From an optimization exercise on the open Yosys and OpenROAD flow, aimed at small area; shortcuts taken in it are not production practice. The RTL was checked by simulation tests, not by an equivalence proof against the original design. No activity file was given, so power comes from the tool's default toggle rates.

<file path="flow/design.v">
module gen_input (
    input clk,
    input reset,
    input [7:0] r_st,
    input [7:0] g_st,
    input [7:0] b_st,
    output r_sp,
    output g_sp,
    output b_sp
);
reg [7:0] s;
wire [7:0] lfsr_r, lfsr_g, lfsr_b;
always @(posedge clk) begin
    if (reset)
        s <= 8'hF7;
    else
        s <= {1'b0, s[7:1]} ^ (s[0] ? 8'hB8 : 8'h00);
end
assign lfsr_r[0] = s[5];
assign lfsr_r[1] = s[0] ^ s[6];
assign lfsr_r[2] = s[1] ^ s[7];
assign lfsr_r[3] = s[0] ^ s[2];
assign lfsr_r[4] = s[1] ^ s[3] ^ s[5];
assign lfsr_r[5] = s[2] ^ s[4] ^ s[5] ^ s[6];
assign lfsr_r[6] = s[3] ^ s[6] ^ s[7];
assign lfsr_r[7] = s[4] ^ s[7];
assign lfsr_g[0] = s[1] ^ s[3] ^ s[4] ^ s[6] ^ s[7];
assign lfsr_g[1] = s[0] ^ s[2] ^ s[4] ^ s[5] ^ s[7];
assign lfsr_g[2] = s[0] ^ s[1] ^ s[3] ^ s[5] ^ s[6];
assign lfsr_g[3] = s[1] ^ s[2] ^ s[4] ^ s[6] ^ s[7];
assign lfsr_g[4] = s[1] ^ s[2] ^ s[4] ^ s[5] ^ s[6];
assign lfsr_g[5] = s[1] ^ s[2] ^ s[4] ^ s[5];
assign lfsr_g[6] = s[1] ^ s[2] ^ s[4] ^ s[5] ^ s[7];
assign lfsr_g[7] = s[0] ^ s[2] ^ s[3] ^ s[5] ^ s[6];
assign lfsr_b[0] = s[1];
assign lfsr_b[1] = s[2];
assign lfsr_b[2] = s[3];
assign lfsr_b[3] = s[0] ^ s[4];
assign lfsr_b[4] = s[0] ^ s[5];
assign lfsr_b[5] = s[0] ^ s[6];
assign lfsr_b[6] = s[7];
assign lfsr_b[7] = s[0];
function less;
    input [7:0] a;
    input [7:0] b;
    integer i;
    reg c;
    begin
        c = 1'b0;
        for (i = 0; i < 8; i = i + 1)
            c = (~a[i] & b[i]) | (~(a[i] ^ b[i]) & c);
        less = c;
    end
endfunction
assign r_sp = less(lfsr_r, r_st);
assign g_sp = less(lfsr_g, g_st);
assign b_sp = less(lfsr_b, b_st);
endmodule
module neuron #(
    parameter WIDTH = 16,
    parameter FIRE_LSB = 10,
    parameter signed [31:0] W0 = 0,
    parameter signed [31:0] W1 = 0,
    parameter signed [31:0] W2 = 0,
    parameter signed [31:0] BIAS = 0
) (
    input clk,
    input clear,                           
    input sp_0,
    input sp_1,
    input sp_2,
    output fire
);
localparam signed [31:0] V_TH = 500;
localparam signed [31:0] THRESH = (1 << WIDTH) - (1 << FIRE_LSB);
localparam [WIDTH-1:0] X_CLEAR = THRESH - V_TH - 1;
reg [WIDTH-1:0] x;
reg [WIDTH-1:0] k;
assign fire = &x[WIDTH-1:FIRE_LSB];
function [WIDTH-1:0] wsum;
    input [2:0] s;
    begin
        wsum = BIAS + (s[0] ? W0 : 0) + (s[1] ? W1 : 0) + (s[2] ? W2 : 0);
    end
endfunction
function [WIDTH-1:0] add_rc;
    input [WIDTH-1:0] a;
    input [WIDTH-1:0] b;
    integer i;
    reg c;
    begin
        c = 1'b0;
        for (i = 0; i < WIDTH; i = i + 1) begin
            add_rc[i] = a[i] ^ b[i] ^ c;
            c = (a[i] & b[i]) | (a[i] & c) | (b[i] & c);
        end
    end
endfunction
always @(*) begin
    if (fire)
        k = -V_TH;
    else
        case ({sp_2, sp_1, sp_0})
            3'd0: k = wsum(3'd0);
            3'd1: k = wsum(3'd1);
            3'd2: k = wsum(3'd2);
            3'd3: k = wsum(3'd3);
            3'd4: k = wsum(3'd4);
            3'd5: k = wsum(3'd5);
            3'd6: k = wsum(3'd6);
            default: k = wsum(3'd7);
        endcase
end
always @(posedge clk) begin
    if (clear)
        x <= X_CLEAR;
    else
        x <= add_rc(x, k);
end
endmodule
module neuron_out #(
    parameter WIDTH = 18,
    parameter FIRE_LSB = 10,
    parameter signed [31:0] W0 = 0,
    parameter signed [31:0] W1 = 0,
    parameter signed [31:0] W2 = 0,
    parameter signed [31:0] W3 = 0,
    parameter signed [31:0] W4 = 0,
    parameter signed [31:0] W5 = 0,
    parameter signed [31:0] W6 = 0,
    parameter signed [31:0] BIAS = 0,
    parameter signed [31:0] INIT = 0
) (
    input clk,
    input reset,
    input clear,
    input [6:0] sp,
    output fire
);
localparam signed [31:0] V_TH = 500;
localparam signed [31:0] THRESH = (1 << WIDTH) - (1 << FIRE_LSB);
localparam [WIDTH-1:0] X_CLEAR = THRESH - V_TH - 1;
localparam [WIDTH-1:0] X_INIT = INIT + THRESH - V_TH - 1;
reg [WIDTH-1:0] x;
reg [WIDTH-1:0] ka, kb;
wire [WIDTH-1:0] cs_s, cs_c;
assign fire = &x[WIDTH-1:FIRE_LSB];
function [WIDTH-1:0] wsum_a;
    input [3:0] s;
    begin
        wsum_a = BIAS + (s[0] ? W0 : 0) + (s[1] ? W1 : 0) + (s[2] ? W2 : 0) + (s[3] ? W3 : 0);
    end
endfunction
function [WIDTH-1:0] wsum_b;
    input [2:0] s;
    begin
        wsum_b = (s[0] ? W4 : 0) + (s[1] ? W5 : 0) + (s[2] ? W6 : 0);
    end
endfunction
function [WIDTH-1:0] add_rc;
    input [WIDTH-1:0] a;
    input [WIDTH-1:0] b;
    integer i;
    reg c;
    begin
        c = 1'b0;
        for (i = 0; i < WIDTH; i = i + 1) begin
            add_rc[i] = a[i] ^ b[i] ^ c;
            c = (a[i] & b[i]) | (a[i] & c) | (b[i] & c);
        end
    end
endfunction
always @(*) begin
    if (fire)
        ka = -V_TH;
    else
        case (sp[3:0])
            4'd0: ka = wsum_a(4'd0);
            4'd1: ka = wsum_a(4'd1);
            4'd2: ka = wsum_a(4'd2);
            4'd3: ka = wsum_a(4'd3);
            4'd4: ka = wsum_a(4'd4);
            4'd5: ka = wsum_a(4'd5);
            4'd6: ka = wsum_a(4'd6);
            4'd7: ka = wsum_a(4'd7);
            4'd8: ka = wsum_a(4'd8);
            4'd9: ka = wsum_a(4'd9);
            4'd10: ka = wsum_a(4'd10);
            4'd11: ka = wsum_a(4'd11);
            4'd12: ka = wsum_a(4'd12);
            4'd13: ka = wsum_a(4'd13);
            4'd14: ka = wsum_a(4'd14);
            default: ka = wsum_a(4'd15);
        endcase
    if (fire)
        kb = 0;
    else
        case (sp[6:4])
            3'd0: kb = wsum_b(3'd0);
            3'd1: kb = wsum_b(3'd1);
            3'd2: kb = wsum_b(3'd2);
            3'd3: kb = wsum_b(3'd3);
            3'd4: kb = wsum_b(3'd4);
            3'd5: kb = wsum_b(3'd5);
            3'd6: kb = wsum_b(3'd6);
            default: kb = wsum_b(3'd7);
        endcase
end
assign cs_s = x ^ ka ^ kb;
assign cs_c = {(x[WIDTH-2:0] & ka[WIDTH-2:0]) | (x[WIDTH-2:0] & kb[WIDTH-2:0]) | (ka[WIDTH-2:0] & kb[WIDTH-2:0]), 1'b0};
always @(posedge clk) begin
    if (reset)
        x <= X_INIT;
    else if (clear)
        x <= X_CLEAR;
    else
        x <= add_rc(cs_s, cs_c);
end
endmodule
module snn_rgb (
    input clk,
    input reset_n,                    
    input [2:0] enable_in,            
    input [7:0] r_in,                 
    input [7:0] g_in,                 
    input [7:0] b_in,                 
    output [7:0] r_out,
    output [7:0] g_out,
    output [7:0] b_out
);
parameter n_sp_to_activate = 60;   
parameter w_0_n0 = 8;
parameter w_1_n0 = 37;
parameter w_2_n0 = 141;
parameter bias_n0 = 69;
parameter w_0_n1 = 44;
parameter w_1_n1 = 25;
parameter w_2_n1 = -73;
parameter bias_n1 = 124;
parameter w_0_n2 = 20;
parameter w_1_n2 = -39;
parameter w_2_n2 = -23;
parameter bias_n2 = 8;
parameter w_0_n3 = 137;
parameter w_1_n3 = 72;
parameter w_2_n3 = -113;
parameter bias_n3 = 20;
parameter w_0_n4 = 7;
parameter w_1_n4 = 45;
parameter w_2_n4 = -37;
parameter bias_n4 = -25;
parameter w_0_n5 = 81;
parameter w_1_n5 = 33;
parameter w_2_n5 = 55;
parameter bias_n5 = -57;
parameter w_0_n6 = -89;
parameter w_1_n6 = 0;
parameter w_2_n6 = 132;
parameter bias_n6 = 33;
parameter w_0_n7 = 196;
parameter w_1_n7 = 295;
parameter w_2_n7 = 74;
parameter w_3_n7 = -275;
parameter w_4_n7 = 110;
parameter w_5_n7 = -178;
parameter w_6_n7 = 349;
parameter bias_n7 = 57;
parameter w_0_n8 = -255;
parameter w_1_n8 = 57;
parameter w_2_n8 = -171;
parameter w_3_n8 = 497;
parameter w_4_n8 = -108;
parameter w_5_n8 = 9;
parameter w_6_n8 = -386;
parameter bias_n8 = 92;
reg reset;
reg [7:0] step;
wire r_sp, g_sp, b_sp;
reg [2:0] sp;                           
wire [6:0] h;
wire out_0, out_1;
always @(posedge clk) begin
    reset <= ~reset_n;
end
function [7:0] inc8;
    input [7:0] a;
    integer i;
    reg c;
    begin
        c = 1'b1;
        for (i = 0; i < 8; i = i + 1) begin
            inc8[i] = a[i] ^ c;
            c = a[i] & c;
        end
    end
endfunction
always @(posedge clk) begin
    if (reset)
        step <= 8'd0;
    else
        step <= inc8(step);
end
wire classify     = (step == 8'd252);
wire clear_hidden = reset || classify;
wire clear_output = (step == 8'd253);
wire show         = (step == 8'd6);
gen_input pseudo_random_inst (
    .clk(clk), .reset(reset),
    .r_st(r_in), .g_st(g_in), .b_st(b_in),
    .r_sp(r_sp), .g_sp(g_sp), .b_sp(b_sp)
);
always @(posedge clk) begin
    if (reset)
        sp <= 3'd0;
    else
        sp <= {b_sp, g_sp, r_sp};
end
neuron #(.WIDTH(10), .FIRE_LSB(9), .W0(w_0_n0), .W1(w_1_n0), .W2(w_2_n0), .BIAS(bias_n0)) hidden0_inst (
    .clk(clk), .clear(clear_hidden), .sp_0(sp[0]), .sp_1(sp[1]), .sp_2(sp[2]), .fire(h[0]));
neuron #(.WIDTH(10), .FIRE_LSB(9), .W0(w_0_n1), .W1(w_1_n1), .W2(w_2_n1), .BIAS(bias_n1)) hidden1_inst (
    .clk(clk), .clear(clear_hidden), .sp_0(sp[0]), .sp_1(sp[1]), .sp_2(sp[2]), .fire(h[1]));
neuron #(.WIDTH(14), .FIRE_LSB(11), .W0(w_0_n2), .W1(w_1_n2), .W2(w_2_n2), .BIAS(bias_n2)) hidden2_inst (
    .clk(clk), .clear(clear_hidden), .sp_0(sp[0]), .sp_1(sp[1]), .sp_2(sp[2]), .fire(h[2]));
neuron #(.WIDTH(15), .FIRE_LSB(13), .W0(w_0_n3), .W1(w_1_n3), .W2(w_2_n3), .BIAS(bias_n3)) hidden3_inst (
    .clk(clk), .clear(clear_hidden), .sp_0(sp[0]), .sp_1(sp[1]), .sp_2(sp[2]), .fire(h[3]));
neuron #(.WIDTH(14), .FIRE_LSB(6), .W0(w_0_n4), .W1(w_1_n4), .W2(w_2_n4), .BIAS(bias_n4)) hidden4_inst (
    .clk(clk), .clear(clear_hidden), .sp_0(sp[0]), .sp_1(sp[1]), .sp_2(sp[2]), .fire(h[4]));
neuron #(.WIDTH(14), .FIRE_LSB(10), .W0(w_0_n5), .W1(w_1_n5), .W2(w_2_n5), .BIAS(bias_n5)) hidden5_inst (
    .clk(clk), .clear(clear_hidden), .sp_0(sp[0]), .sp_1(sp[1]), .sp_2(sp[2]), .fire(h[5]));
neuron #(.WIDTH(14), .FIRE_LSB(10), .W0(w_0_n6), .W1(w_1_n6), .W2(w_2_n6), .BIAS(bias_n6)) hidden6_inst (
    .clk(clk), .clear(clear_hidden), .sp_0(sp[0]), .sp_1(sp[1]), .sp_2(sp[2]), .fire(h[6]));
neuron_out #(.WIDTH(15), .FIRE_LSB(11), .W0(w_0_n7), .W1(w_1_n7), .W2(w_2_n7), .W3(w_3_n7), .W4(w_4_n7),
             .W5(w_5_n7), .W6(w_6_n7), .BIAS(bias_n7), .INIT(2 * bias_n7)) output0 (
    .clk(clk), .reset(reset), .clear(clear_output), .sp(h), .fire(out_0));
neuron_out #(.WIDTH(16), .FIRE_LSB(13), .W0(w_0_n8), .W1(w_1_n8), .W2(w_2_n8), .W3(w_3_n8), .W4(w_4_n8),
             .W5(w_5_n8), .W6(w_6_n8), .BIAS(bias_n8), .INIT(2 * bias_n8)) output1 (
    .clk(clk), .reset(reset), .clear(clear_output), .sp(h), .fire(out_1));
reg [5:0] num_out0_sp, num_out1_sp;
wire full0 = (num_out0_sp == n_sp_to_activate);
wire full1 = (num_out1_sp == n_sp_to_activate);
always @(posedge clk) begin
    if (clear_hidden) begin
        num_out0_sp <= 6'd0;
        num_out1_sp <= 6'd0;
    end else begin
        if (out_0 && !full0)
            num_out0_sp <= inc8({2'b00, num_out0_sp});
        if (out_1 && !full1)
            num_out1_sp <= inc8({2'b00, num_out1_sp});
    end
end
reg blue_1, yellow_1, blue_q, yellow_q;
always @(posedge clk) begin
    if (reset) begin
        blue_1 <= 1'b0;
        yellow_1 <= 1'b0;
        blue_q <= 1'b0;
        yellow_q <= 1'b0;
    end else begin
        if (classify) begin
            blue_1 <= full0;
            yellow_1 <= !full0 && full1;
        end
        if (show) begin
            blue_q <= blue_1;
            yellow_q <= yellow_1;
        end
    end
end
assign r_out = {8{yellow_q}};
assign g_out = {8{yellow_q}};
assign b_out = {8{blue_q}};
endmodule
</file>
<file path="flow/run.sh">
#!/bin/bash
# synth_recipe.tcl (not shown) runs the flow's synth.tcl, then flattens the netlist and writes it again
# the make line also repeats each setting of config.mk as NAME=value (left out here)
make -C /OpenROAD-flow-scripts/flow DESIGN_CONFIG=/design/flow/config.mk WORK_HOME=/design/flow/orfs CLKGATE_MAP_FILE= SYNTH_SCRIPT=/design/flow/synth_recipe.tcl finish
</file>
<file path="flow/config.mk">
export PLATFORM = sky130hd
export DESIGN_NAME = snn_rgb
export DESIGN_NICKNAME = snn_rgb
export VERILOG_FILES = /design/flow/design.v
export SDC_FILE = /design/flow/constraint.sdc
export NUM_CORES = 4
export LEC_CHECK = 0
export CAP_MARGIN = 20
export CORE_MARGIN = 2
export CORE_UTILIZATION = 40
export CTS_BUF_LIST = sky130_fd_sc_hd__clkbuf_8
export SLEW_MARGIN = 20
</file>
<file path="flow/constraint.sdc">
create_clock -name core_clock -period 10.0 [get_ports {clk}]
set_input_delay 2.0000 -clock core_clock [delete_from_list [all_inputs] [get_ports {clk}]]
set_output_delay 2.0000 -clock core_clock [all_outputs]
set_load 0.01 [all_outputs]
</file>
==> results of run 1 <==
## routing by layer
metal | part of all wire [%] | wire, µm | track usage (%) | vias to the layer above
met4 | 1.8 | 343 | 5.70 | 0
met3 | 3.0 | 570 | 2.54 | 30
met2 | 47 | 8890 | 25.2 | 103
met5 | 0 | 0 | 0 | -
li1 | - | - | - | 3229
met1 | 49 | 9300 | 22.2 | 3157
## metrics by stage
step                      total power (µW)  util (%)  setup slack (ns)
after floorplan                       2760         -              2.60
after global placement                3170      43.0              1.97
after detailed placement              3270      43.0              1.85
after CTS                             3810      44.7              1.84
after global routing                  4280      44.7              1.41
final                                 3730      44.7              1.94
## cell usage after synthesis, drive strengths merged (8+ instances only)
library cell / instances / area (µm²)
a211oi: 9 / 72.6
a21oi: 29 / 145
and2: 53 / 332
buf: 35 / 245
clkbuf: 32 / 121
dfxtp: 158 / 3160
fa: 128 / 2560
ha: 72 / 901
inv: 149 / 559
nand2: 76 / 285
nand3: 9 / 45.0
nor2: 104 / 390
nor2b: 9 / 56.3
nor3: 25 / 130
o21ai: 16 / 80.1
or2: 8 / 50.1
or3: 27 / 169
xnor2: 30 / 263
xor2: 15 / 139
## registers in the layout, summed over array words and instances (netlist names), 8 cells and up
signal and cells:
output1.x 16, hidden2_inst.x 14, output0.x 15, hidden0_inst.x 10
pseudo_random_inst.s 8, hidden5_inst.x 14, hidden3_inst.x 15, step 8
hidden1_inst.x 10, hidden4_inst.x 14, hidden6_inst.x 14
## worst max-delay path by stage
| stage | from | endpoint | slack [ns] | depth (start not counted) |
|---|---|---|---|---|
| after CTS | hidden5_inst.x[13] | output1.x[15] | 1.84 | 30 |
| after global routing | hidden5_inst.x[10] | output1.x[15] | 1.41 | 30 |
| after detailed placement | hidden5_inst.x[13] | output1.x[15] | 1.85 | 30 |
| after global placement | hidden5_inst.x[11] | output1.x[15] | 1.97 | 30 |
| final | hidden5_inst.x[13] | output1.x[15] | 1.94 | 30 |
| after floorplan | hidden4_inst.x[8] | output1.x[15] | 2.60 | 31 |
## worst max-delay path: cells and delay by family (launching register included)
kind / cells / cell delay, ns
AND/OR/NAND/NOR: 5 / 1.13
buffers and inverters: 5 / 0.49
adder cells (fa/ha/maj): 16 / 5.25
XOR/XNOR: 3 / 0.55
flip-flops: 1 / 0.36
AO/OA/AOI/OAI: 1 / 0.13
## layout make-up
| type | instances | area [µm²] | area share, % |
|---|---|---|---|
| inverters | 149 | 559 | 4.99 |
| clock inverters | 12 | 156 | 1.39 |
| flip-flops and latches | 158 | 3160 | 28.2 |
| repair buffers | 57 | 551 | 4.91 |
| clock buffers | 19 | 262 | 2.33 |
| well taps | 330 | 413 | 3.68 |
| multi-input cells | 669 | 6110 | 54.5 |
## kinds of logic after synthesis
logic type      count (synthesis)  synth area share [%]
compound gates                 84                  5.24
xor+xnor                       47                  4.38
fa+ha+maj                     200                  34.0
buf+inv                       216                  9.09
flops                         158                  31.0
mux                             5                 0.491
simple gates                  333                  15.8
## where the power goes
group	total (µW)	switching (µW)	internal (µW)
Combinational	2250	1220	1030
Clock	513	252	261
Sequential	970	98.7	871
Total	3730	1570	2160
==> impl_results.rst, run 1 <==
.. list-table::
   :header-rows: 1

   * - Metric
     - Value
   * - Crit end category
     - flip-flop
   * - Clock-pin transition on the worst setup and hold timing paths
     - 0.09 ns
   * - Area Overhead vs Synth
     - 10.0%
   * - Master cell of the clock root buffer
     - clkbuf_8
   * - Vias in the first global route
     - 6818
   * - Cell area after synthesis
     - 10200 µm²
   * - DIE AREA
     - 26800 µm²
   * - Clock insertion delay at the later pin of the skew report
     - 0.46 ns
   * - Static leakage
     - 0.00516 µW
   * - # DRC
     - 0
   * - Number of register bits inferred by synthesis
     - 158
   * - Portion of the post-synthesis area used by sequential elements
     - 31.0%
   * - H-tree Lvls
     - 4
   * - Cell with the largest stage delay on the worst path
     - nor3_2
   * - Reg-to-Reg End
     - output1.x[15]
   * - Pin count of the biggest net entering global routing
     - 60
   * - Async SR Flop Fraction
     - 0%
   * - Most common cell after layout, fill and taps aside
     - dfxtp_1
   * - Required time at the worst-slack endpoint
     - 10.31 ns
   * - Setup slack of the most critical reg-to-reg path
     - 1.94 ns
   * - Final max-slew violation count
     - 0
   * - Period utilization
     - 80.6%
   * - Starting DRC count in detailed routing
     - 232
   * - Die outline height
     - 164 µm
   * - Post-route clock skew
     - 0.0184 ns
   * - Final Wtd Congestion
     - 0.812
   * - Data arrival time of the critical path
     - 8.37 ns
   * - Count of fill cells added during filler insertion
     - 2449
   * - Hold Crit Depth
     - 1
   * - Vias
     - 6519
   * - Instance area at placement
     - 10800 µm²
   * - Ys flop type
     - dfxtp_1
   * - Number of distinct library cell variants in the gate-level netlist after synthesis
     - 49
   * - Count of instances resized after the clock tree is built
     - 0
   * - Number of cells traversed by the worst register-to-register path
     - 30
   * - Hold WS
     - 0.479 ns
   * - Synthesized area per cell
     - 9.77 µm²
   * - Effective utilization at floorplan
     - 40.6%
   * - IO buf count
     - 49
   * - Clock Sink Count
     - 158
   * - Number of nets in the final layout
     - 1281
   * - Hold Startpoint
     - step[0]
   * - Yosys warning total
     - 11
   * - Fmax
     - 124 MHz
   * - Final setup violation count
     - 0
   * - Diode insertion count for antenna repair
     - 0
   * - Critical Path Source Type
     - flip-flop
   * - Detailed-route wire length
     - 19100 µm
   * - Gate count of the mapped netlist
     - 1043
   * - Critical path's largest stage delay
     - 0.52 ns
   * - Worst-path maximum fanout
     - 9
   * - Die Span X
     - 164 µm
   * - Reg-to-reg critical path startpoint
     - hidden5_inst.x[13]
   * - Max capacitance violation total
     - 0
   * - Buffers from clock root to sink, at most
     - 2
   * - Final worst path period need
     - 8.06 ns
   * - Number of I/O pins
     - 53
   * - Congestion Overflow GR
     - 0
   * - Path type of the worst setup path
     - flip-flop to flip-flop
   * - Core area
     - 25100 µm²
   * - Number of buffers added for setup after CTS
     - 0
   * - Number of placed instances with taps included
     - 1363
   * - Layout cells sized above 1
     - 4.89%
   * - Length of the first detailed-routing pass in iterations
     - 4
   * - Syn nets
     - 1272
   * - Unrepaired setup endpoints after global routing
     - no
   * - Total negative slack for setup checks
     - 0 ns
   * - Post-DP HPWL
     - 14000 µm
   * - Count of placed standard cells in the final layout, fillers left out
     - 1394
   * - Worst min-delay path category
     - flip-flop to flip-flop
   * - Number of synthesized flops with an enable pin
     - 0
   * - Run status
     - no timing/DRC/antenna violations
   * - ANT nets after route
     - 0
   * - Vias per Instance
     - 4.68
   * - Hold endpoint
     - step[0]
   * - Total clock buffers created by CTS
     - 17
   * - Worst slew margin
     - 44.1%
   * - Clock tree from TritonCTS
     - built
   * - Quantity of hold-fixing buffers added after cts
     - 0
   * - Mean routed wirelength per cell
     - 13.7 µm
   * - GRT Resource Usage Total
     - 16.0%
   * - Wire length of the first global-routing pass
     - 33800 µm
   * - Cell repeated most along the worst path
     - fa_1
   * - Cell area after layout
     - 11200 µm²
   * - Peak supply drop
     - 0.000114 V
   * - Ratio of total power to cell area
     - 333 nW/µm²
   * - Site Rows
     - 58
   * - Endpoints failing hold
     - 0
   * - Slew at the pin with the worst max-slew slack
     - 0.835 ns
   * - Number of antenna violations at the first check in global routing
     - 0
   * - Most used cells in the layout excluding fill and tap cells
     - dfxtp_1, inv_1, fa_1
==> run 2: changes to the inputs <==
--- a/flow/design.v
+++ b/flow/design.v
@@ -120,6 +120,7 @@
 endmodule
 module neuron_out #(
     parameter WIDTH = 18,
+    parameter KW = 12,
     parameter FIRE_LSB = 10,
     parameter signed [31:0] W0 = 0,
     parameter signed [31:0] W1 = 0,
@@ -142,16 +143,17 @@
 localparam [WIDTH-1:0] X_CLEAR = THRESH - V_TH - 1;
 localparam [WIDTH-1:0] X_INIT = INIT + THRESH - V_TH - 1;
 reg [WIDTH-1:0] x;
-reg [WIDTH-1:0] ka, kb;
+reg [KW-1:0] ka, kb;
+wire [KW-1:0] k;
 wire [WIDTH-1:0] cs_s, cs_c;
 assign fire = &x[WIDTH-1:FIRE_LSB];
-function [WIDTH-1:0] wsum_a;
+function [KW-1:0] wsum_a;
     input [3:0] s;
     begin
         wsum_a = BIAS + (s[0] ? W0 : 0) + (s[1] ? W1 : 0) + (s[2] ? W2 : 0) + (s[3] ? W3 : 0);
     end
 endfunction
-function [WIDTH-1:0] wsum_b;
+function [KW-1:0] wsum_b;
     input [2:0] s;
     begin
         wsum_b = (s[0] ? W4 : 0) + (s[1] ? W5 : 0) + (s[2] ? W6 : 0);
@@ -160,11 +162,13 @@
 function [WIDTH-1:0] add_rc;
     input [WIDTH-1:0] a;
     input [WIDTH-1:0] b;
+    input integer n;
     integer i;
     reg c;
     begin
         c = 1'b0;
-        for (i = 0; i < WIDTH; i = i + 1) begin
+        add_rc = 0;
+        for (i = 0; i < n; i = i + 1) begin
             add_rc[i] = a[i] ^ b[i] ^ c;
             c = (a[i] & b[i]) | (a[i] & c) | (b[i] & c);
         end
@@ -206,15 +210,16 @@
             default: kb = wsum_b(3'd7);
         endcase
 end
-assign cs_s = x ^ ka ^ kb;
-assign cs_c = {(x[WIDTH-2:0] & ka[WIDTH-2:0]) | (x[WIDTH-2:0] & kb[WIDTH-2:0]) | (ka[WIDTH-2:0] & kb[WIDTH-2:0]), 1'b0};
+assign k = add_rc(ka, kb, KW);
+assign cs_s = x;
+assign cs_c = {{(WIDTH-KW){k[KW-1]}}, k};
 always @(posedge clk) begin
     if (reset)
         x <= X_INIT;
     else if (clear)
         x <= X_CLEAR;
     else
-        x <= add_rc(cs_s, cs_c);
+        x <= add_rc(cs_s, cs_c, WIDTH);
 end
 endmodule
 module snn_rgb (
@@ -329,10 +334,10 @@
     .clk(clk), .clear(clear_hidden), .sp_0(sp[0]), .sp_1(sp[1]), .sp_2(sp[2]), .fire(h[5]));
 neuron #(.WIDTH(14), .FIRE_LSB(10), .W0(w_0_n6), .W1(w_1_n6), .W2(w_2_n6), .BIAS(bias_n6)) hidden6_inst (
     .clk(clk), .clear(clear_hidden), .sp_0(sp[0]), .sp_1(sp[1]), .sp_2(sp[2]), .fire(h[6]));
-neuron_out #(.WIDTH(15), .FIRE_LSB(11), .W0(w_0_n7), .W1(w_1_n7), .W2(w_2_n7), .W3(w_3_n7), .W4(w_4_n7),
+neuron_out #(.WIDTH(15), .FIRE_LSB(11), .KW(12), .W0(w_0_n7), .W1(w_1_n7), .W2(w_2_n7), .W3(w_3_n7), .W4(w_4_n7),
              .W5(w_5_n7), .W6(w_6_n7), .BIAS(bias_n7), .INIT(2 * bias_n7)) output0 (
     .clk(clk), .reset(reset), .clear(clear_output), .sp(h), .fire(out_0));
-neuron_out #(.WIDTH(16), .FIRE_LSB(13), .W0(w_0_n8), .W1(w_1_n8), .W2(w_2_n8), .W3(w_3_n8), .W4(w_4_n8),
+neuron_out #(.WIDTH(16), .FIRE_LSB(13), .KW(11), .W0(w_0_n8), .W1(w_1_n8), .W2(w_2_n8), .W3(w_3_n8), .W4(w_4_n8),
              .W5(w_5_n8), .W6(w_6_n8), .BIAS(bias_n8), .INIT(2 * bias_n8)) output1 (
     .clk(clk), .reset(reset), .clear(clear_output), .sp(h), .fire(out_1));
 reg [5:0] num_out0_sp, num_out1_sp;
==> impl_results.rst, run 2 <==
.. list-table::
   :header-rows: 1

   * - Metric
     - Value
   * - Combinational fraction of design power
     - 59.7% (-0.6 points)
   * - Clock-pin transition on the worst setup and hold timing paths
     - 0.10 ns (about the same)
   * - IO buf count
     - 49 (unchanged)
   * - Die Span X
     - 161 µm (-1.3%)
   * - Mean routed wirelength per cell
     - 13.5 µm (-1.4%)
   * - Ratio of total power to cell area
     - 334 nW/µm² (+0.31%)
   * - Worst slew margin
     - 45.6% (+1.5 points)
   * - Final worst path period need
     - 8.87 ns (+0.810 ns)
   * - Reg-to-reg critical path startpoint
     - hidden4_inst.x[8]
   * - Worst-path maximum fanout
     - 10 (+1)
   * - Worst min-delay path category
     - flip-flop to flip-flop
   * - Count of placed standard cells in the final layout, fillers left out
     - 1372 (-1.6%)
   * - Unrepaired setup endpoints after global routing
     - no
   * - Number of flip-flops under the largest register name
     - 16 (unchanged)
   * - Portion of the post-synthesis area used by sequential elements
     - 31.9% (+0.87 points)
   * - Fmax
     - 113 MHz (-9.1%)
   * - Count of fill cells added during filler insertion
     - 2306 (-5.8%)
   * - Total negative slack for setup checks
     - 0 ns (unchanged)
   * - Async SR Flop Fraction
     - 0% (unchanged)
   * - Portion of total power attributed to the clock network
     - 13.5% (-0.2 points)
   * - Sequential share of power
     - 26.7% (+0.7 points)
   * - Hold Startpoint
     - step[0]
   * - Quantity of hold-fixing buffers added after cts
     - 0 (unchanged)
   * - Number of synthesized flops with an enable pin
     - 0 (unchanged)
   * - Congestion Overflow GR
     - 0 (unchanged)
   * - Core area
     - 24300 µm² (-3.1%)
   * - DIE AREA
     - 26100 µm² (-2.6%)
   * - Buffers from clock root to sink, at most
     - 2 (unchanged)
   * - Layout cells sized above 1
     - 5.44% (+0.55 points)
   * - Effective utilization at floorplan
     - 40.8% (+0.18 points)
   * - Dominant cell by count in the synthesized netlist
     - dfxtp_1
   * - Number of register bits inferred by synthesis
     - 158 (unchanged)
   * - Number of I/O pins
     - 53 (unchanged)
   * - Area used by multi-input combinational logic
     - 5960 µm² (-2.4%)
   * - Largest registers in the final layout
     - output1.x (16), hidden3_inst.x (15), output0.x (15)
   * - First element of the critical path
     - hidden4_inst.x[8]
   * - Biggest area consumer among synthesized cells
     - dfxtp_1
   * - Syn nets
     - 1240 (-2.5%)
   * - Most common cell after layout, fill and taps aside
     - dfxtp_1
   * - Gate count of the mapped netlist
     - 1018 (-2.4%)
   * - H-tree Lvls
     - 4 (unchanged)
   * - Peak supply drop
     - 0.000129 V (+13%)
   * - Vias per Instance
     - 4.75 (+1.7%)
   * - Starting DRC count in detailed routing
     - 325 (+40%)
   * - Static leakage
     - 0.00496 µW (-4.0%)
   * - Required time at the worst-slack endpoint
     - 10.34 ns (+0.03 ns)
   * - Number of distinct library cell variants in the gate-level netlist after synthesis
     - 53 (+8.2%)
   * - Most numerous cell types in the synthesized netlist
     - dfxtp_1, fa_1, inv_1
   * - Reported net switching power
     - 1550 µW (-1.6%)
   * - Critical Path Source Type
     - flip-flop
   * - Most used cells in the layout excluding fill and tap cells
     - dfxtp_1, fa_1, inv_1
   * - Data arrival time of the critical path
     - 9.21 ns (+0.84 ns)
   * - Count of instances resized after the clock tree is built
     - 0 (unchanged)
   * - Number of nets in the final layout
     - 1257 (-1.9%)
   * - Final setup violation count
     - 0 (unchanged)
   * - Wire length of the first global-routing pass
     - 32200 µm (-4.6%)
   * - Area Overhead vs Synth
     - 11.0%
   * - Site Rows
     - 57 (-1.7%)
   * - Endpoints failing hold
     - 0 (unchanged)
   * - Length of the first detailed-routing pass in iterations
     - 5 (+1)
   * - Run status
     - no timing/DRC/antenna violations
   * - Number of buffers added for setup after CTS
     - 0 (unchanged)
   * - Number of antenna violations at the first check in global routing
     - 1 (+1)
   * - Period utilization
     - 88.7% (+8.1 points)
   * - Total clock buffers created by CTS
     - 17 (unchanged)
   * - Clock tree from TritonCTS
     - built
   * - Ys flop type
     - dfxtp_1
   * - Detailed-route wire length
     - 18500 µm (-3.0%)
   * - Design internal power
     - 2130 µW (-1.5%)
   * - Post-route clock skew
     - 0.0200 ns (+0.00156 ns)
   * - Max capacitance violation total
     - 0 (unchanged)
   * - Vias in the first global route
     - 6690 (-1.9%)
   * - Path type of the worst setup path
     - flip-flop to flip-flop
   * - Clock insertion delay at the later pin of the skew report
     - 0.46 ns (about the same)
   * - Post-DP HPWL
     - 13800 µm (-1.3%)
   * - Slew at the pin with the worst max-slew slack
     - 0.815 ns (-0.0206 ns)
   * - Vias
     - 6522 (+0.046%)
   * - Yosys warning total
     - 11 (unchanged)
   * - Diode insertion count for antenna repair
     - 0 (unchanged)
   * - GRT Resource Usage Total
     - 15.4% (-0.60 points)
   * - Final max-slew violation count
     - 0 (unchanged)
   * - Register with the most flip-flops
     - output1.x
   * - Area share of the largest cell type after synthesis
     - 31.9% (+0.87 points)
   * - Pin count of the biggest net entering global routing
     - 66 (+10%)
   * - Clock Sink Count
     - 158 (unchanged)
   * - # DRC
     - 0 (unchanged)
   * - Cell area after synthesis
     - 9910 µm² (-2.7%)
   * - Synthesized area per cell
     - 9.74 µm² (-0.32%)
   * - Die outline height
     - 161 µm (-1.3%)
   * - Crit end category
     - flip-flop
   * - Final Wtd Congestion
     - 0.841 (+3.6%)
   * - Master cell of the clock root buffer
     - clkbuf_8
   * - Seq. cell area
     - 3160 µm² (about the same)
   * - Switching share of power
     - 42.1% (about the same)
   * - Synth area leaders
     - dfxtp_1, fa_1, ha_1
   * - Number of placed instances with taps included
     - 1340 (-1.7%)
   * - ANT nets after route
     - 0 (unchanged)
run 2: final cells by class:
cell class | instances | area share (%)
clock inverters | 14 | 1.51
inverters | 119 | 4.06
well taps | 324 | 3.68
flip-flops and latches | 158 | 28.8
multi-input cells | 674 | 54.2
repair buffers | 65 | 5.55
clock buffers | 18 | 2.25
run 2: worst paths after layout:
| check | slack (ns) | end | cells past startpoint |
|---|---|---|---|
| setup reg to reg | 1.13 | output1.x[15] | 27 |
| setup / recovery | 1.13 | output1.x[15] | 27 |
| hold / removal | 0.46 | step[0] | 1 |
| hold reg to reg | 0.46 | step[0] | 1 |
run 2: power groups by stage:
stage	logic [µW]	clock network, µW	registers, µW
global placement	2160	0	992
finish	2190	497	983
CTS	2260	516	986
global route	2660	539	1010
floorplan	1790	0	963
detailed placement	2240	0	997
run 2: metal layers:
layer  GRT usage [%]  wire length (µm)  vias to the layer above  part of all wire (%)
met5               0                 0                        -                     0
met4            4.87               437                        0                   2.4
met3            2.82               617                       25                   3.3
met2            25.2              8550                      102                    46
met1            20.7              8930                     3189                    48
li1                -                 -                     3206                     -
run 2: metrics by stage:
stage	util [%]	worst slack, ns	instance area [µm²]	power [µW]	hold WS, ns
4_1_cts	45.2	1.06	11000	3770	0.469
6_report	45.2	1.13	11000	3670	0.462
3_3_place_gp	43.5	1.15	10600	3150	0.438
5_1_grt	45.2	0.678	11000	4200	0.510
2_1_floorplan	-	1.27	9910	2750	0.418
3_5_place_dp	43.5	1.10	10600	3240	0.445
run 2: worst max-delay path: stages, from the launching register on:
cell	delay, ns
dfxtp_1	0.36
nand4_1	0.10
nor2_1	0.11
buf_4	0.18
inv_1	0.09
ha_1	0.31
nor2_1	0.22
nor2_1	0.06
a21oi_1	0.17
ha_1	0.19
fa_1	0.44
fa_1	0.45
fa_1	0.43
fa_1	0.44
fa_1	0.43
fa_1	0.42
fa_1	0.43
fa_1	0.43
fa_1	0.43
fa_1	0.43
fa_1	0.42
fa_1	0.42
fa_1	0.42
fa_1	0.42
fa_1	0.41
xnor2_1	0.17
xnor3_1	0.22
nand2b_1	0.14
run 2: kinds of logic after synthesis:
family / synth area share [%]
AO/OA/AOI/OAI: 5.49
XOR/XNOR: 4.28
adder cells (fa/ha/maj): 33.5
buffers and inverters: 8.02
flip-flops: 31.9
multiplexers: 0.505
AND/OR/NAND/NOR: 16.3
==> run 3: changes to the inputs <==
==> flow/flow/run.sh (new file) <==
#!/bin/bash
set -euo pipefail
bash standard.sh BUFFER_PORTS_ARGS="-buffer_cell sky130_fd_sc_hd__buf_1" CTS_ARGS="-sink_clustering_enable -repair_clock_nets -dont_use_dummy_load -sink_clustering_size 30 -sink_clustering_max_diameter 150 -buf_list sky130_fd_sc_hd__clkbuf_8"  finish > flow.log 2>&1
==> flow/standard.sh (new file) <==
#!/bin/bash
# synth_recipe.tcl (not shown) runs the flow's synth.tcl, then flattens the netlist and writes it again
# the make line also repeats each setting of config.mk as NAME=value (left out here)
make -C /OpenROAD-flow-scripts/flow DESIGN_CONFIG=/design/flow/config.mk WORK_HOME=/design/flow/orfs CLKGATE_MAP_FILE= SYNTH_SCRIPT=/design/flow/synth_recipe.tcl "${@:-finish}"
--- a/flow/config.mk
+++ b/flow/config.mk
@@ -8,5 +8,4 @@
 export CAP_MARGIN = 20
 export CORE_MARGIN = 2
 export CORE_UTILIZATION = 40
-export CTS_BUF_LIST = sky130_fd_sc_hd__clkbuf_8
 export SLEW_MARGIN = 20
removed: flow/run.sh
==> impl_results.rst, run 3 <==
.. list-table::
   :header-rows: 1

   * - Metric
     - Value
   * - Run status
     - no timing/DRC/antenna violations
   * - Area Overhead vs Synth
     - 6.08%
   * - Most common cell after layout, fill and taps aside
     - dfxtp_1
   * - Period utilization
     - 88.5% (-0.20 points)
   * - Data arrival time of the critical path
     - 9.16 ns (-0.05 ns)
   * - Register with the most flip-flops
     - output1.x
   * - Reported net switching power
     - 1490 µW (-4.0%)
   * - Site Rows
     - 57 (unchanged)
   * - Number of I/O pins
     - 53 (unchanged)
   * - Crit end category
     - flip-flop
   * - Slew at the pin with the worst max-slew slack
     - 0.758 ns (-0.0567 ns)
   * - Hold WS
     - 0.462 ns (-0.0000590 ns)
   * - Synthesized area per cell
     - 9.74 µm² (unchanged)
   * - Gate count of the mapped netlist
     - 1018 (unchanged)
   * - Total clock buffers created by CTS
     - 17 (unchanged)
   * - Compound-Gate Fraction of Synth Area
     - 5.49% (unchanged)
   * - Vias
     - 6386 (-2.1%)
   * - Worst-path maximum fanout
     - 13 (+3)
   * - Clock insertion delay at the later pin of the skew report
     - 0.46 ns (about the same)
   * - Detailed-route wire length
     - 18000 µm (-3.0%)
   * - Final worst path period need
     - 8.85 ns (-0.0203 ns)
   * - Clock-pin transition on the worst setup and hold timing paths
     - 0.09 ns (about the same)
   * - Core area
     - 24300 µm² (unchanged)
   * - Number of cells traversed by the worst register-to-register path
     - 25 (-7.4%)
   * - Final Wtd Congestion
     - 0.844 (+0.39%)
   * - IO buf count
     - 49 (unchanged)
   * - Layout cells sized above 1
     - 4.07% (-1.4 points)
   * - Endpoints failing hold
     - 0 (unchanged)
   * - ANT nets after route
     - 0 (unchanged)
   * - Ratio of total power to cell area
     - 334 nW/µm² (+0.18%)
   * - Cell with the largest stage delay on the worst path
     - fa_1
   * - Die Span X
     - 161 µm (unchanged)
   * - Quantity of hold-fixing buffers added after cts
     - 0 (unchanged)
   * - Design internal power
     - 2030 µW (-4.4%)
   * - Clock Sink Count
     - 158 (unchanged)
   * - Count of fill cells added during filler insertion
     - 2348 (+1.8%)
   * - H-tree Lvls
     - 4 (unchanged)
   * - Starting DRC count in detailed routing
     - 368 (+13%)
   * - Total negative slack for setup checks
     - 0 ns (unchanged)
   * - Biggest area consumer among synthesized cells
     - dfxtp_1
   * - Max capacitance violation total
     - 0 (unchanged)
   * - Sequential share of power
     - 27.9% (+1.2 points)
   * - GRT Resource Usage Total
     - 15.0% (-0.39 points)
   * - Final setup violation count
     - 0 (unchanged)
   * - Number of nets in the final layout
     - 1257 (unchanged)
   * - Critical path's largest stage delay
     - 0.52 ns (+0.07 ns)
   * - Dominant cell by count in the synthesized netlist
     - dfxtp_1
   * - Critical Path Source Type
     - flip-flop
   * - Yosys warning total
     - 11 (unchanged)
   * - Synth area leaders
     - dfxtp_1, fa_1, ha_1
   * - Number of register bits inferred by synthesis
     - 158 (unchanged)
   * - Pin count of the biggest net entering global routing
     - 46 (-30%)
   * - Parity-gate share of the synthesized area counting xor and xnor cells
     - 4.28% (unchanged)
   * - Final max-slew violation count
     - 0 (unchanged)
   * - Number of distinct library cell variants in the gate-level netlist after synthesis
     - 53 (unchanged)
   * - Master cell of the clock root buffer
     - clkbuf_8
   * - Unrepaired setup endpoints after global routing
     - no
   * - Effective utilization at floorplan
     - 40.8% (unchanged)
   * - Mean routed wirelength per cell
     - 13.3 µm (-1.9%)
   * - Smallest setup slack after layout
     - 1.15 ns (+0.0203 ns)
   * - Clock tree from TritonCTS
     - built
   * - Hold Crit Depth
     - 1 (unchanged)
   * - Congestion Overflow GR
     - 0 (unchanged)
   * - CP Buf/Inv Count
     - 2 (unchanged)
   * - Most used cells in the layout excluding fill and tap cells
     - dfxtp_1, fa_1, inv_1
   * - Worst slew margin
     - 49.3% (+3.7 points)
   * - Number of synthesized flops with an enable pin
     - 0 (unchanged)
   * - Post-synthesis share of cell area spent on and, or, nand and nor gates
     - 16.3% (unchanged)
   * - Vias in the first global route
     - 6373 (-4.7%)
   * - Largest registers in the final layout
     - output1.x (16), hidden3_inst.x (15), output0.x (15)
   * - Diode insertion count for antenna repair
     - 0 (unchanged)
   * - Portion of the post-synthesis area used by sequential elements
     - 31.9% (unchanged)
   * - Static leakage
     - 0.00475 µW (-4.1%)
   * - Worst min-delay path category
     - flip-flop to flip-flop
   * - Kind of cell adding the most delay to the critical path
     - adder cells
   * - DIE AREA
     - 26100 µm² (unchanged)
   * - Post-DP HPWL
     - 13400 µm (-2.8%)
   * - Fmax
     - 113 MHz (+0.23%)
   * - Number of antenna violations at the first check in global routing
     - 0 (-1)
   * - Portion of netlist area occupied by mux cells
     - 0.505% (unchanged)
   * - Ys flop type
     - dfxtp_1
   * - Portion of total power attributed to the clock network
     - 10.1% (-3.4 points)
   * - Most numerous cell types in the synthesized netlist
     - dfxtp_1, fa_1, inv_1
   * - Required time at the worst-slack endpoint
     - 10.32 ns (-0.02 ns)
   * - Area share of the largest cell type after synthesis
     - 31.9% (unchanged)
   * - Finished Core Util
     - 43.2% (-2.0 points)
   * - Arithmetic-cell share of the synthesized area counting full adders, half adders and majority gates
     - 33.5% (unchanged)
   * - Number of flip-flops under the largest register name
     - 16 (unchanged)
   * - Die outline height
     - 161 µm (unchanged)
   * - Count of instances resized after the clock tree is built
     - 0 (unchanged)
   * - Placement Setup Slack
     - 1.10 ns (+0.00227 ns)
   * - Async SR Flop Fraction
     - 0% (unchanged)
   * - Critical Path Stages
     - 25 (-7.4%)
   * - Vias per Instance
     - 4.71 (-1.0%)
   * - Syn nets
     - 1240 (unchanged)
   * - Peak supply drop
     - 0.000138 V (+6.9%)
   * - Dominant combinational cell family by area after synthesis
     - adder cells
   * - Post-route clock skew
     - 0.0414 ns (+0.0215 ns)
   * - Length of the first detailed-routing pass in iterations
     - 4 (-1)
   * - Switching share of power
     - 42.2% (+0.10 points)
   * - Path type of the worst setup path
     - flip-flop to flip-flop
   * - Wire length of the first global-routing pass
     - 31200 µm (-3.2%)
   * - Combinational fraction of design power
     - 62.0% (+2.3 points)
   * - Buffers from clock root to sink, at most
     - 2 (unchanged)
   * - Number of buffers added for setup after CTS
     - 0 (unchanged)
   * - Cell repeated most along the worst path
     - fa_1
   * - Cell area after synthesis
     - 9910 µm² (unchanged)
   * - # DRC
     - 0 (unchanged)
==> run 3: changes by cell type in the layout (fill, tap and decap cells not counted) <==
cell and delta:
buf_1 +49, bufinv_16 -2, clkinvlp_4 -3, inv_6 -6
clkbuf_8 -1, clkdlybuf4s50_1 -49, clkinv_4 -1, inv_8 -2
==> run 3: stage by stage <==
| step | power [µW] | area, µm² | instances |
|---|---|---|---|
| after floorplan | 2750 | 9910 | 1018 |
| after global placement | 3140 | 10300 | 1340 |
| after detailed placement | 3210 | 10300 | 1340 |
| after CTS | 3600 | 10500 | 1357 |
| after global routing | 4050 | 10500 | 1357 |
| final | 3520 | 10500 | 1357 |
==> run 3: cell families (layout without fill, tap and decap cells) <==
| group | count (synthesis) | after routing |
|---|---|---|
| XOR/XNOR | 46 | 46 |
| buffers and inverters | 186 | 201 |
| AO/OA/AOI/OAI | 87 | 87 |
| adder cells (fa/ha/maj) | 193 | 193 |
| multiplexers | 5 | 5 |
| flip-flops | 158 | 158 |
| AND/OR/NAND/NOR | 343 | 343 |
==> run 3: area by class of cell <==
class	instances	area (µm²)	share of cell area, %
Sequential cell	158	3160	30.1
Clock buffer	17	234	2.23
Timing Repair Buffer	65	304	2.89
Tap cell	324	405	3.86
Inverter	119	447	4.25
Multi-Input combinational cell	674	5960	56.7
==> run 3: power groups by stage <==
stage,clock network [µW],logic (µW),registers (µW)
2_1_floorplan,0,1790,963
6_report,357,2180,982
3_3_place_gp,0,2150,991
4_1_cts,374,2240,984
3_5_place_dp,0,2220,993
5_1_grt,399,2640,1010
==> run 3: worst paths after layout <==
kind	startpoint	slack, ns	to
worst max-delay path	hidden5_inst.x[11]	1.15	output1.x[15]
worst min-delay path	step[0]	0.46	step[0]
worst max register to register	hidden5_inst.x[11]	1.15	output1.x[15]
worst min register to register	step[0]	0.46	step[0]
==> run 3: layer usage <==
metal	vias to the layer above	routed length (µm)	global-route usage, %
met5	-	0	0
met4	0	235	4.83
met3	17	475	2.82
met2	88	8560	24.4
met1	3077	8710	20.2
li1	3204	-	-
==> run 4: changes to the inputs <==
==> flow/flow/run.sh (replaced) <==
#!/bin/bash
set -euo pipefail
bash standard.sh BUFFER_PORTS_ARGS="-buffer_cell sky130_fd_sc_hd__buf_1" CTS_ARGS="-sink_clustering_enable -repair_clock_nets -dont_use_dummy_load -sink_clustering_size 40 -sink_clustering_max_diameter 200 -buf_list sky130_fd_sc_hd__clkbuf_16"  finish > flow.log 2>&1
==> impl_results.rst, run 4 <==
.. list-table::
   :header-rows: 1

   * - Metric
     - Value
   * - Cell area after layout
     - 10700 µm² (+1.8%)
   * - Final Wtd Congestion
     - 0.844 (unchanged)
   * - Cell area after synthesis
     - 9910 µm² (unchanged)
   * - Hold Crit Depth
     - 1 (unchanged)
   * - Die outline height
     - 161 µm (unchanged)
   * - Slew at the pin with the worst max-slew slack
     - 0.757 ns (-0.000660 ns)
   * - Area share of the largest cell type after synthesis
     - 31.9% (unchanged)
   * - Core area
     - 24300 µm² (unchanged)
   * - Worst min-delay path category
     - flip-flop to flip-flop
   * - Portion of the post-synthesis area used by sequential elements
     - 31.9% (unchanged)
   * - Combinational fraction of design power
     - 59.1% (-2.9 points)
   * - Number of flip-flops under the largest register name
     - 16 (unchanged)
   * - Dominant cell by count in the synthesized netlist
     - dfxtp_1
   * - Portion of total power attributed to the clock network
     - 14.2% (+4.1 points)
   * - Clock insertion delay at the later pin of the skew report
     - 0.43 ns (-0.03 ns)
   * - Mean routed wirelength per cell
     - 13.3 µm (+0.39%)
   * - Number of buffers added for setup after CTS
     - 0 (unchanged)
   * - Vias in the first global route
     - 6421 (+0.75%)
   * - Gate count of the mapped netlist
     - 1018 (unchanged)
   * - Instance area at placement
     - 10300 µm² (unchanged)
   * - DIE AREA
     - 26100 µm² (unchanged)
   * - Reported net switching power
     - 1510 µW (+1.4%)
   * - Data arrival time of the critical path
     - 9.12 ns (-0.04 ns)
   * - Synth area leaders
     - dfxtp_1, fa_1, ha_1
   * - CP Buf/Inv Count
     - 2 (unchanged)
   * - Count of instances resized after the clock tree is built
     - 0 (unchanged)
   * - Most numerous cell types in the synthesized netlist
     - dfxtp_1, fa_1, inv_1
   * - Static leakage
     - 0.00484 µW (+1.8%)
   * - Worst-path maximum fanout
     - 13 (unchanged)
   * - Critical Path Source Type
     - flip-flop
   * - H-tree Lvls
     - 4 (unchanged)
   * - Reg-to-Reg End
     - output1.x[15]
   * - Layout cells sized above 1
     - 4.07% (unchanged)
   * - Worst slew margin
     - 49.3% (about the same)
   * - Peak supply drop
     - 0.000142 V (+2.9%)
   * - Critical path's largest stage delay
     - 0.52 ns (about the same)
   * - Final max-slew violation count
     - 0 (unchanged)
   * - Effective utilization at floorplan
     - 40.8% (unchanged)
   * - Ratio of total power to cell area
     - 344 nW/µm² (+2.9%)
   * - Most used cells in the layout excluding fill and tap cells
     - dfxtp_1, fa_1, inv_1
   * - GRT Resource Usage Total
     - 15.0% (+0.049 points)
   * - Setup slack of the most critical reg-to-reg path
     - 1.17 ns (+0.02 ns)
   * - Required time at the worst-slack endpoint
     - 10.29 ns (-0.03 ns)
   * - Total negative slack for setup checks
     - 0 ns (unchanged)
   * - Largest registers in the final layout
     - output1.x (16), hidden3_inst.x (15), output0.x (15)
   * - Post-DP HPWL
     - 13400 µm (unchanged)
   * - Congestion Overflow GR
     - 0 (unchanged)
   * - Number of I/O pins
     - 53 (unchanged)
   * - Max capacitance violation total
     - 0 (unchanged)
   * - Detailed-route wire length
     - 18100 µm (+0.39%)
   * - Total clock buffers created by CTS
     - 17 (unchanged)
   * - Buffers from clock root to sink, at most
     - 2 (unchanged)
   * - Register with the most flip-flops
     - output1.x
   * - Ys flop type
     - dfxtp_1
   * - # DRC
     - 0 (unchanged)
   * - Critical Path Stages
     - 25 (unchanged)
   * - Placement Setup Slack
     - 1.10 ns (unchanged)
   * - Path type of the worst setup path
     - flip-flop to flip-flop
   * - Length of the first detailed-routing pass in iterations
     - 6 (+2)
   * - Cell with the largest stage delay on the worst path
     - fa_1
   * - Async SR Flop Fraction
     - 0% (unchanged)
   * - Number of cells traversed by the worst register-to-register path
     - 25 (unchanged)
   * - Yosys warning total
     - 11 (unchanged)
   * - Switching share of power
     - 40.9% (-1.3 points)
   * - Number of register bits inferred by synthesis
     - 158 (unchanged)
   * - Pin count of the biggest net entering global routing
     - 46 (unchanged)
   * - ANT nets after route
     - 0 (unchanged)
   * - Number of synthesized flops with an enable pin
     - 0 (unchanged)
   * - Fmax
     - 113 MHz (+0.22%)
   * - Endpoint of the most critical setup path
     - output1.x[15]
   * - Hold WS
     - 0.457 ns (-0.00529 ns)
   * - Crit end category
     - flip-flop
   * - Die Span X
     - 161 µm (unchanged)
   * - Site Rows
     - 57 (unchanged)
   * - Unrepaired setup endpoints after global routing
     - no
   * - Biggest area consumer among synthesized cells
     - dfxtp_1
   * - Quantity of hold-fixing buffers added after cts
     - 0 (unchanged)
   * - Smallest setup slack after layout
     - 1.17 ns (+0.0191 ns)
   * - Diode insertion count for antenna repair
     - 0 (unchanged)
   * - Endpoints failing hold
     - 0 (unchanged)
   * - Sequential share of power
     - 26.7% (-1.2 points)
   * - Clock-pin transition on the worst setup and hold timing paths
     - 0.07 ns (-0.02 ns)
   * - Clock Sink Count
     - 158 (unchanged)
   * - IO buf count
     - 49 (unchanged)
   * - Number of distinct library cell variants in the gate-level netlist after synthesis
     - 53 (unchanged)
   * - Period utilization
     - 88.3% (-0.19 points)
   * - Final setup violation count
     - 0 (unchanged)
   * - Most common cell after layout, fill and taps aside
     - dfxtp_1
   * - Vias per Instance
     - 4.70 (-0.16%)
   * - Final Power
     - 3680 µW (+4.7%)
   * - Reg-to-reg critical path startpoint
     - hidden5_inst.x[11]
   * - Clock tree from TritonCTS
     - built
   * - Area Overhead vs Synth
     - 8.02%
   * - Wire length of the first global-routing pass
     - 31300 µm (+0.31%)
   * - Post-route clock skew
     - 0.0317 ns (-0.00971 ns)
   * - Vias
     - 6376 (-0.16%)
   * - First element of the critical path
     - hidden5_inst.x[11]
   * - Final worst path period need
     - 8.83 ns (-0.0191 ns)
   * - Kind of cell adding the most delay to the critical path
     - adder cells
   * - Syn nets
     - 1240 (unchanged)
   * - Number of antenna violations at the first check in global routing
     - 0 (unchanged)
   * - Number of nets in the final layout
     - 1257 (unchanged)
   * - Synthesized area per cell
     - 9.74 µm² (unchanged)
   * - Run status
     - no timing/DRC/antenna violations
   * - Master cell of the clock root buffer
     - clkbuf_16
   * - Cell repeated most along the worst path
     - fa_1
   * - Design internal power
     - 2180 µW (+7.2%)
   * - Starting DRC count in detailed routing
     - 373 (+1.4%)
==> run 4: cell count changes in the layout (fill, tap and decap cells not counted) <==
cell       previous run  this run
clkbuf_16             0        17
clkbuf_8             17         0
==> run 4: power groups by stage <==
stage / clock network, µW / logic, µW / registers [µW]
after floorplan: 0 / 1790 / 963
after global placement: 0 / 2150 / 991
after detailed placement: 0 / 2220 / 993
after CTS: 540 / 2250 / 985
after global routing: 565 / 2640 / 1010
final: 522 / 2180 / 983
==> run 4: kinds of logic after synthesis <==
logic type                 after synthesis  synth area share, %
AOI/OAI and AO/OA                       87                 5.49
xor gates and xnor gates                46                 4.28
adders and majority gates              193                 33.5
buffers and inverters                  186                 8.02
DFF                                    158                 31.9
muxes                                    5                0.505
and+or+nand+nor                        343                 16.3
==> run 4: layer usage <==
metal / up-vias / track usage [%] / share of wire [%]
met5: - / 0 / 0
met4: 0 / 4.26 / 1.5
met3: 21 / 2.90 / 2.3
met2: 74 / 24.8 / 47
met1: 3078 / 20.2 / 49
li1: 3203 / - / -
==> run 4: how the worst min path moves through the flow <==
stage / start / endpoint
finish: step[0] / step[0]
CTS: step[0] / step[0]
global route: yellow_1 / yellow_q
detailed placement: step[0] / step[0]
global placement: step[0] / step[0]
floorplan: step[0] / step[0]
==> run 4: cell type report <==
class	instances	area, µm²
clock buffer	17	425
fill	2335	13600
inverter	119	447
multi-input combinational	674	5960
sequential	158	3160
tap	324	405
timing repair buffer	65	304
==> run 4: metrics by stage <==
step / cells / utilization (%)
after floorplan: 1018 / -
after global placement: 1340 / 42.3
after detailed placement: 1340 / 42.3
after CTS: 1357 / 44.0
after global routing: 1357 / 44.0
final: 1357 / 44.0
==> run 5: changes to the inputs <==
==> flow/flow/run.sh (replaced) <==
#!/bin/bash
# Own layout flow: the standard ORFS flow (standard.sh, unchanged
# synthesis, floorplan, power grid and routing), with two changes:
#  - the port buffers are the smallest buffer, buf_1, instead of the
#    cell buffer_ports picks by default;
#  - clock tree synthesis uses clkbuf_8 buffers and no dummy loads.
# Each tool's full output goes to ORFS's own logs (orfs/logs/...), and make's
# output to flow.log in this folder.
set -euo pipefail
bash standard.sh \
  BUFFER_PORTS_ARGS="-buffer_cell sky130_fd_sc_hd__buf_1" \
  CTS_ARGS="-sink_clustering_enable -repair_clock_nets -dont_use_dummy_load -buf_list sky130_fd_sc_hd__clkbuf_8" \
  finish > flow.log 2>&1
--- a/flow/config.mk
+++ b/flow/config.mk
@@ -8,4 +8,5 @@
 export CAP_MARGIN = 20
 export CORE_MARGIN = 2
 export CORE_UTILIZATION = 40
+export CTS_BUF_LIST = sky130_fd_sc_hd__clkbuf_8
 export SLEW_MARGIN = 20
==> impl_results.rst, run 5 <==
.. list-table::
   :header-rows: 1

   * - Metric
     - Value
   * - Congestion Overflow GR
     - 0 (unchanged)
   * - Number of buffers added for setup after CTS
     - 0 (unchanged)
   * - GRT Resource Usage Total
     - 15.0% (-0.049 points)
   * - Detailed-route wire length
     - 18000 µm (-0.39%)
   * - Worst slew margin
     - 49.3% (about the same)
   * - Diode insertion count for antenna repair
     - 0 (unchanged)
   * - Length of the first detailed-routing pass in iterations
     - 4 (-2)
   * - Clock-pin transition on the worst setup and hold timing paths
     - 0.09 ns (+0.02 ns)
   * - Pin count of the biggest net entering global routing
     - 46 (unchanged)
   * - Endpoints failing hold
     - 0 (unchanged)
   * - Post-DP HPWL
     - 13400 µm (unchanged)
   * - Syn nets
     - 1240 (unchanged)
   * - Largest registers in the final layout
     - output1.x (16), hidden3_inst.x (15), output0.x (15)
   * - Unrepaired setup endpoints after global routing
     - no
   * - Portion of the post-synthesis area used by sequential elements
     - 31.9% (unchanged)
   * - Clock insertion delay at the later pin of the skew report
     - 0.46 ns (+0.03 ns)
   * - H-tree Lvls
     - 4 (unchanged)
   * - Layout cells sized above 1
     - 4.07% (unchanged)
   * - Area Overhead vs Synth
     - 6.08%
   * - Final Wtd Congestion
     - 0.844 (unchanged)
   * - Total negative slack for setup checks
     - 0 ns (unchanged)
   * - Post-route clock skew
     - 0.0414 ns (+0.00971 ns)
   * - Cell area after synthesis
     - 9910 µm² (unchanged)
   * - Most numerous cell types in the synthesized netlist
     - dfxtp_1, fa_1, inv_1
   * - Static leakage
     - 0.00475 µW (-1.8%)
   * - Buffers from clock root to sink, at most
     - 2 (unchanged)
   * - Core area
     - 24300 µm² (unchanged)
   * - Vias per Instance
     - 4.71 (+0.16%)
   * - Crit end category
     - flip-flop
   * - ANT nets after route
     - 0 (unchanged)
   * - Slew at the pin with the worst max-slew slack
     - 0.758 ns (+0.000660 ns)
   * - Peak supply drop
     - 0.000138 V (-2.8%)
   * - Yosys warning total
     - 11 (unchanged)
   * - Required time at the worst-slack endpoint
     - 10.32 ns (+0.03 ns)
   * - Die outline height
     - 161 µm (unchanged)
   * - Reg-to-Reg End
     - output1.x[15]
   * - Final worst path period need
     - 8.85 ns (+0.0191 ns)
   * - Starting DRC count in detailed routing
     - 368 (-1.3%)
   * - DIE AREA
     - 26100 µm² (unchanged)
   * - Placement Setup Slack
     - 1.10 ns (unchanged)
   * - Ys flop type
     - dfxtp_1
   * - Number of distinct library cell variants in the gate-level netlist after synthesis
     - 53 (unchanged)
   * - Number of I/O pins
     - 53 (unchanged)
   * - Register with the most flip-flops
     - output1.x
   * - Quantity of hold-fixing buffers added after cts
     - 0 (unchanged)
   * - Critical Path Source Type
     - flip-flop
   * - Master cell of the clock root buffer
     - clkbuf_8
   * - Clock tree from TritonCTS
     - built
   * - Most common cell after layout, fill and taps aside
     - dfxtp_1
   * - Worst min-delay path category
     - flip-flop to flip-flop
   * - Final Power
     - 3520 µW (-4.5%)
   * - Number of flip-flops under the largest register name
     - 16 (unchanged)
   * - Final max-slew violation count
     - 0 (unchanged)
   * - Setup slack of the most critical reg-to-reg path
     - 1.15 ns (-0.02 ns)
   * - Effective utilization at floorplan
     - 40.8% (unchanged)
   * - Run status
     - no timing/DRC/antenna violations
   * - Reg-to-reg critical path startpoint
     - hidden5_inst.x[11]
   * - Total clock buffers created by CTS
     - 17 (unchanged)
   * - Area share of the largest cell type after synthesis
     - 31.9% (unchanged)
   * - Die Span X
     - 161 µm (unchanged)
   * - Number of antenna violations at the first check in global routing
     - 0 (unchanged)
   * - Smallest setup slack after layout
     - 1.15 ns (-0.0191 ns)
   * - Wire length of the first global-routing pass
     - 31200 µm (-0.31%)
   * - Period utilization
     - 88.5% (+0.19 points)
   * - Hold Startpoint
     - step[0]
   * - Mean routed wirelength per cell
     - 13.3 µm (-0.39%)
   * - Data arrival time of the critical path
     - 9.16 ns (+0.04 ns)
   * - Count of instances resized after the clock tree is built
     - 0 (unchanged)
   * - Number of synthesized flops with an enable pin
     - 0 (unchanged)
   * - Ratio of total power to cell area
     - 334 nW/µm² (-2.8%)
   * - Hold WS
     - 0.462 ns (+0.00529 ns)
   * - Count of fill cells added during filler insertion
     - 2348 (+0.56%)
   * - Path type of the worst setup path
     - flip-flop to flip-flop
   * - Synth area leaders
     - dfxtp_1, fa_1, ha_1
   * - Worst-path maximum fanout
     - 13 (unchanged)
   * - Hold Crit Depth
     - 1 (unchanged)
   * - Dominant cell by count in the synthesized netlist
     - dfxtp_1
   * - # DRC
     - 0 (unchanged)
   * - IO buf count
     - 49 (unchanged)
   * - Async SR Flop Fraction
     - 0% (unchanged)
   * - Synthesized area per cell
     - 9.74 µm² (unchanged)
   * - Biggest area consumer among synthesized cells
     - dfxtp_1
   * - Number of nets in the final layout
     - 1257 (unchanged)
   * - Vias in the first global route
     - 6373 (-0.75%)
   * - Most used cells in the layout excluding fill and tap cells
     - dfxtp_1, fa_1, inv_1
   * - Hold endpoint
     - step[0]
   * - Number of cells traversed by the worst register-to-register path
     - 25 (unchanged)
   * - Instance area at placement
     - 10300 µm² (unchanged)
   * - Final setup violation count
     - 0 (unchanged)
   * - Clock Sink Count
     - 158 (unchanged)
   * - Vias
     - 6386 (+0.16%)
   * - Gate count of the mapped netlist
     - 1018 (unchanged)
   * - Number of register bits inferred by synthesis
     - 158 (unchanged)
   * - Fmax
     - 113 MHz (-0.22%)
   * - Cell area after layout
     - 10500 µm² (-1.8%)
   * - Max capacitance violation total
     - 0 (unchanged)
   * - Site Rows
     - 57 (unchanged)
==> run 5: cell count changes in the layout (fill, tap and decap cells not counted) <==
cell       delta
clkbuf_8     +17
clkbuf_16    -17
==> run 5: worst max-delay path by stage <==
stage	end	slack, ns	depth (start not counted)	start
after CTS	output1.x[15]	1.07	27	hidden4_inst.x[7]
after global placement	output1.x[15]	1.13	27	hidden4_inst.x[6]
after global routing	output1.x[15]	0.63	25	hidden5_inst.x[10]
final	output1.x[15]	1.15	25	hidden5_inst.x[11]
after floorplan	output1.x[15]	1.27	25	hidden0_inst.x[9]
after detailed placement	output1.x[15]	1.10	27	hidden4_inst.x[8]
==> run 5: cell families (layout without fill, tap and decap cells) <==
| kind of cell | count (synthesis) | after routing | share of synthesized area, % |
|---|---|---|---|
| and+or+nand+nor | 343 | 343 | 16.3 |
| adders and majority gates | 193 | 193 | 33.5 |
| buffers and inverters | 186 | 201 | 8.02 |
| DFF | 158 | 158 | 31.9 |
| AOI/OAI and AO/OA | 87 | 87 | 5.49 |
| xor gates and xnor gates | 46 | 46 | 4.28 |
| muxes | 5 | 5 | 0.505 |
==> run 5: layout make-up <==
cell class | instances | area, µm² | area share [%]
clock buffers | 17 | 234 | 2.23
inverters | 119 | 447 | 4.25
repair buffers | 65 | 304 | 2.89
multi-input cells | 674 | 5960 | 56.7
flip-flops and latches | 158 | 3160 | 30.1
well taps | 324 | 405 | 3.86
==> run 5: routing by layer <==
metal	up-vias	share of wire (%)	global-route usage, %
met1	3077	48	20.2
li1	3204	-	-
met4	0	1.3	4.83
met5	-	0	0
met3	17	2.6	2.82
met2	88	48	24.4
==> run 5: where the power goes <==
part / total, µW / switching (µW) / internal [µW] / leakage, µW
Clock: 357 / 207 / 150 / 0.000122
Sequential: 982 / 105 / 876 / 0.00131
Combinational: 2180 / 1170 / 1000 / 0.00332
Total: 3520 / 1490 / 2030 / 0.00475
==> run 5: critical path, stage by stage, from the launching register on <==
cell and delay (ns):
dfxtp_1 0.33, inv_1 0.06, nor3_2 0.21, buf_4 0.21
ha_1 0.47, nor2_1 0.13, a21oi_1 0.20, nor2_1 0.10
fa_1 0.52, fa_1 0.46, fa_1 0.42, fa_1 0.42
fa_1 0.42, fa_1 0.43, fa_1 0.42, fa_1 0.42
fa_1 0.42, fa_1 0.42, fa_1 0.43, fa_1 0.42
fa_1 0.43, fa_1 0.42, fa_1 0.41, xnor2_1 0.16
xnor3_1 0.21, nand2b_1 0.14
==> run 5: metrics by stage <==
| step | utilization [%] | cells |
|---|---|---|
| floorplan | - | 1018 |
| global placement | 42.3 | 1340 |
| detailed placement | 42.3 | 1340 |
| CTS | 43.2 | 1357 |
| global route | 43.2 | 1357 |
| finish | 43.2 | 1357 |

[re-timing with driven ports]
The results above use ideal ports. As a check the final layouts listed here were re-extracted and re-timed, cells and wires unchanged.
Step 1, drivers: a clkbuf_16 drives clk and a buf_2 each remaining input, both assumed.
Step 2 times the ports against the registers' clock, not the clock port: input delays grow and output delays shrink by t, the midpoint of the rising clock arrivals with the driver on.
a / b / c = no drivers / after step 1 / after step 2; a / b = the first two.
| run | t (ns) | setup slack, ns | worst setup path at the end | worst data-port slew with drivers (ns) |
|---|---|---|---|---|
| run 1 | 0.495 | 1.941 / 1.941 / 1.941 | register to register | 0.05 |
| run 2 | 0.489 | 1.130 / 1.130 / 1.130 | register to register | 0.03 |
| run 3 | 0.477 | 1.151 / 1.151 / 1.151 | register to register | 0.03 |
| run 4 | 0.461 | 1.170 / 1.170 / 1.170 | register to register | 0.03 |
| run 5 | 0.477 | 1.151 / 1.151 / 1.151 | register to register | 0.03 |
After both steps setup and hold are still met in every run listed.
